Context: an optimization exercise on an open-source flow, tuned for small area, a short achievable clock period and few clock cycles per item. The choices shown serve that exercise and are no tape-out recipe.
The RTL was checked by simulation tests, not by an equivalence proof against the original design.

==> flow/design.v, too long to show whole: its modules and the start of the top module <==
// module INV: 1639 lines
module INV #(
    parameter DATA_W    = 32,
    parameter INT_BITS  = 8,
    parameter FRAC_BITS = 24,
    parameter N_ITER    = 3
)(
    input  wire                 clk,
    input  wire                 rstn,
    input  wire                 start,
    input  wire [DATA_W-1:0]    dd,      
    output wire [DATA_W-1:0]    q,       
    output reg                  done
);
  // ...
==> flow/run.sh <==
#!/bin/bash
# synth_recipe.tcl (not shown) runs the flow's synth.tcl, then flattens the netlist and writes it again
# the make line also repeats each setting of config.mk as NAME=value (left out here)
make -C /OpenROAD-flow-scripts/flow DESIGN_CONFIG=/design/flow/config.mk WORK_HOME=/design/flow/orfs CLKGATE_MAP_FILE= SYNTH_SCRIPT=/design/flow/synth_recipe.tcl finish
==> flow/config.mk <==
export PLATFORM = sky130hd
export DESIGN_NAME = INV
export DESIGN_NICKNAME = INV
export VERILOG_FILES = /design/flow/design.v
export SDC_FILE = /design/flow/constraint.sdc
export NUM_CORES = 4
export LEC_CHECK = 0
export ABC_AREA = 1
export CAP_MARGIN = 20
export CORE_MARGIN = 2
export CORE_UTILIZATION = 40
export SETUP_SLACK_MARGIN = 5
export SLEW_MARGIN = 20
==> flow/constraint.sdc <==
create_clock -name core_clock -period 12.0 [get_ports {clk}]
set_input_delay 2.4000 -clock core_clock [delete_from_list [all_inputs] [get_ports {clk}]]
set_output_delay 2.4000 -clock core_clock [all_outputs]
set_load 0.01 [all_outputs]
==> summary.md, run 1 <==
| Metric | Value |
|---|---|
| Final hold vios | `0` |
| Run status | `finished clean` |
| Clock transition at path regs | `roughly 0.070 ns` |
| Min-delay src | `done` |
| # setup viols final | `0` |
| Reg2Reg Depth | `32` |
| Fill cells | `slightly above 7000` |
| Largest family of logic cells by synthesized area | `adder cells` |
| Crit path DAT | `around 7.1 ns` |
| Crit path max fanout | `8` |
| Synthesized flop and latch total | `just over 100` |
| M3 GR Usage | `about a tenth` |
| CTS tree | `done` |
| CTS Buffer Depth | `2` |
| Chip Width | `277 um` |
| Met1 Usage GRT | `between 40% and 50%` |
| Fin Setup TNS | `0 ns` |
| Met1 WL | `around 47000 um` |
| Dpl hpwl | `between 80000 and 90000 um` |
| Biggest Area Class | `multi-input gates` |
| Post-Synth XOR/XNOR Area | `approximately 16%` |
| Worst Hold Class | `reg -> reg` |
| R2R setup slack | `between 5 and 6 ns` |
| CP endpoint | `t[24]` |
| Multi-input logic area | `24600 sq um` |
| Clock Skew | `about 0.0086 ns` |
Testbench counts, summed over its fixed seeds: cycles 9,600, items 1,600.
==> run 2, diff against run 1 <==
--- a/flow/config.mk
+++ b/flow/config.mk
@@ -11,3 +11,2 @@
 export CORE_UTILIZATION = 40
-export SETUP_SLACK_MARGIN = 5
 export SLEW_MARGIN = 20
==> summary.md, run 2 <==
| Metric | Value |
|---|---|
| Worst skew pair latency | `0.37 ns (about the same)` |
| Critical Path End Type | `flip-flop (unchanged)` |
| Worst-margin pin slew | `1.03 ns (was 0.880 ns)` |
| Cell variety after synth | `44 (unchanged)` |
| Post-synth EDFFs | `97 (unchanged)` |
| Final hold vios | `0 (unchanged)` |
| Effective utilization at floorplan | `40.2% (unchanged)` |
| RSZ-0062 raised after global routing | `false (was true)` |
| Resized cells post-CTS | `0 (was 239)` |
| Relative slew slack | `29.6% (was 40.9%)` |
| Syn_nets | `4306 (unchanged)` |
| Min cycle time layout | `9.17 ns (was 7.00 ns)` |
| Netlist Area Pre-Place | `29800 sq um (unchanged)` |
| Worst-case hold path end point | `done (unchanged)` |
| Commonest non-fill, non-tap cells in the layout | `630 x inv_1, 545 x xor2_1, 494 x o22ai_1 (was 604 x inv_1, 526 x xor2_1, 473 x o22ai_1)` |
| Final Wtd Congestion | `1.06 (unchanged)` |
| Ys flop type | `edfxtp_1 (unchanged)` |
| Clock transition at path regs | `0.07 ns (about the same)` |
| Max reg flops | `33 (unchanged)` |
| Most frequent cell after synthesis | `inv_1 (unchanged)` |
| Fin crit share | `76.4% (was 58.3%)` |
| Crit Path Class | `reg -> reg (unchanged)` |
| Dpl hpwl | `89300 um (unchanged)` |
| CTS tree | `done (unchanged)` |
| DRT Wirelength | `126000 um (was 135000 um)` |
| Worst Hold Class | `reg -> reg (unchanged)` |
| Initial drt markers | `3259 (was 3500)` |
| Ys Warns | `1 (unchanged)` |
| Worst endpoint required time | `12.13 ns (was 12.12 ns)` |
| Core footprint | `74100 sq um (unchanged)` |
| Synthesized flop and latch total | `101 (unchanged)` |
| First-pass GRT wire length | `186000 um (was 190000 um)` |
| Cts bufs inserted | `9 (unchanged)` |
| Largest net degree at the start of global routing | `36 (unchanged)` |
| Initial antenna violation count | `1 (was 3)` |
| Place WS | `3.15 ns (unchanged)` |
| Commonest non-fill, non-tap cell in the layout | `inv_1 (unchanged)` |
| Total GRT Usage | `32.6% (was 33.4%)` |
| Fill cells | `7484 (was 7098)` |
| Post-Syn Instances | `3719 (unchanged)` |
| Reg2Reg Depth | `27 (was 32)` |
| Setup bufs post-CTS | `0 (was 52)` |
| Synthesized area per cell | `8.00 sq um (unchanged)` |
| Min-delay src | `done (unchanged)` |
| Chip Width | `277 um (unchanged)` |
| Crit path DAT | `9.29 ns (was 7.12 ns)` |
| H-tree levels | `3 (unchanged)` |
| Synth async-reset ratio | `3.96% (unchanged)` |
| Final WS setup | `2.83 ns (was 5.00 ns)` |
| I/O pin cnt | `68 (unchanged)` |
| Worst setup SP type | `flip-flop (unchanged)` |
| Hold-fix buffers, CTS | `0 (unchanged)` |
| Drt first pass iters | `7 (was 10)` |
| Antenna Cells | `0 (was 1)` |
| R2R setup slack | `2.83 ns (was 5.00 ns)` |
| Run status | `finished clean (unchanged)` |
| Sequential share of the synthesized area | `10.1% (unchanged)` |
| # setup viols final | `0 (unchanged)` |
| Cell taking the most area after synthesis | `fa_1 (unchanged)` |
| Die area | `76600 sq um (unchanged)` |
| Worst reg2reg path endpoint | `t[26] (was t[24])` |
| Max Cap Violations | `0 (unchanged)` |
| CTS Buffer Depth | `2 (unchanged)` |
| Worst hold stages | `2 (unchanged)` |
| Nets | `4214 (was 4405)` |
| Register with the most flip-flops | `nd (unchanged)` |
| Clock Skew | `0.00920 ns (was 0.00855 ns)` |
| Post-DRT Antenna Nets | `0 (unchanged)` |
| Die height | `277 um (unchanged)` |
| Per-cell routed wire length | `27.4 um (was 28.1 um)` |
| Vias/cell | `6.07 (was 6.10)` |
| GRT overflow | `0 (unchanged)` |
| Layout cells sized above 1 | `4.93% (was 16.5%)` |
| Clk root buf | `clkbuf_16 (unchanged)` |
| Synth top area cells | `fa_1 29%, xor2_1 16%, o22ai_1 10%, edfxtp_1 9.8%, inv_1 8.0% (unchanged)` |
| Top-area cell type share of the netlist area | `29.1% (unchanged)` |
| Drt drc | `0 (unchanged)` |
| Largest regs | `nd: 33 flops, t: 32 flops, x: 32 flops (unchanged)` |
| Final Slew Violations | `0 (unchanged)` |
| PortBufs | `67 (unchanged)` |
| Fmax | `0.109 GHz (was 0.143 GHz)` |
| Vias in the first global route | `28672 (was 29210)` |
| Fin Setup TNS | `0 ns (unchanged)` |
| Most frequent cells after synthesis | `638 x inv_1, 545 x xor2_1, 494 x o22ai_1, 433 x fa_1, 424 x nand2_1 (unchanged)` |
| Synth-to-Final Area Change | `6.62% (was 20.7%)` |
| Vias | `27941 (was 29217)` |
| Crit path max fanout | `21 (was 8)` |
| # rows | `100 (unchanged)` |
| Worst reg2reg startpoint | `ph[0] (was x[5])` |
| CTS sink cnt | `101 (unchanged)` |
-- run 2: changes by cell type in the layout (fill, tap and decap cells not counted), moves of 26 or more --
| cell | delta |
|---|---|
| a21oi_1 | +26 |
| buf_12 | -48 |
| buf_4 | -73 |
| buf_6 | -29 |
| inv_1 | +26 |
| nand2_1 | +36 |
| nand2_2 | -28 |
| nor2_1 | +62 |
| nor2_2 | -43 |
| o21ai_0 | +28 |
-- run 2: cells by family after synthesis --
kind of cell	count (synthesis)	share of synthesized area [%]
buffers and inverters	934	12.5
adders and majority gates	552	34.1
xor gates and xnor gates	554	16.4
muxes	19	0.639
and+or+nand+nor	843	11.9
AOI/OAI and AO/OA	716	14.4
DFF	101	10.1
-- run 2: how the worst max path moves through the flow --
stage | start | end | slack, ns | depth (start not counted)
global route | ph[0] | t[26] | 2.67 | 27
floorplan | ph[0] | t[27] | 5.13 | 25
CTS | ph[0] | t[26] | 3.09 | 27
finish | ph[0] | t[26] | 2.83 | 27
detailed placement | ph[0] | t[26] | 3.15 | 27
global placement | ph[0] | t[28] | 2.69 | 24
-- run 2: final cells by class --
class | count | area [sq um] | share of cell area (%)
repair buffers | 171 | 1450 | 4.57
flip-flops and latches | 101 | 3020 | 9.51
clock inverters | 7 | 57.6 | 0.181
well taps | 969 | 1210 | 3.82
multi-input cells | 2684 | 23300 | 73.4
inverters | 660 | 2480 | 7.81
clock buffers | 9 | 225 | 0.710
-- run 2: worst max-delay path, cell delays in order, from the launching register on --
cell and delay (ns):
dfrtp_4 0.74, inv_2 0.32, nand2_1 0.20, nand2_1 0.39, inv_2 0.72, nor2_1 0.08, o21ai_0 0.38, o21ai_0 0.56
fa_1 0.65, inv_1 0.06, fa_1 0.44, fa_1 0.56, inv_1 0.06, fa_1 0.45, fa_1 0.55, inv_1 0.05
fa_1 0.52, ha_1 0.61, nand2_1 0.16, nor2_1 0.17, inv_1 0.09, nor2_1 0.29, nand2_1 0.17, nor3_1 0.16
nand2_1 0.17, nand2_1 0.10, nand2_1 0.07, and2_1 0.16
-- run 2: metal layers --
layer,track usage [%],vias to the layer above,share of wire (%)
li1,-,11783,-
met1,40.3,13712,37
met2,51.2,1939,44
met3,9.41,503,12
met4,17.9,4,6.8
met5,0.125,-,0.030
-- run 2: stage by stage --
| stage | area [sq um] | utilization (%) | hold WS (ns) | instances |
|---|---|---|---|---|
| 6_report | 31700 | 42.8 | 0.547 | 4601 |
| 5_1_grt | 31700 | 42.8 | 0.599 | 4601 |
| 4_1_cts | 31700 | 42.8 | 0.564 | 4601 |
| 3_5_place_dp | 31500 | 42.5 | 0.525 | 4585 |
| 3_3_place_gp | 31500 | 42.5 | 0.548 | 4585 |
| 2_1_floorplan | 29800 | - | 0.539 | 3719 |

## port drivers added, routing unchanged
The flow's constraints put no driver on any port. The routed layouts listed below were extracted and timed again, unchanged, in two steps. Step 1 (the two cells are an assumption about what drives the block):
set clk [get_ports {clk}]
set_driving_cell -lib_cell sky130_fd_sc_hd__clkbuf_16 $clk
set_driving_cell -lib_cell sky130_fd_sc_hd__buf_2 [delete_from_list [all_inputs] $clk]
Step 2 moves the port delays by t, midway between the first and last clock arrival at a register: inputs arrive t later, outputs are due t later. That takes back most of the time a late clock gives input paths. Three values: no drivers, after step 1, after step 2; two values: the first two.
run | t (ns) | slack for setup (ns) | worst data-port slew with drivers (ns)
run 1 | 0.403 | 5.003 / 5.003 / 5.003 | 0.05
run 2 | 0.411 | 2.831 / 2.831 / 2.831 | 0.05
After both steps setup and hold are still met in every run listed.
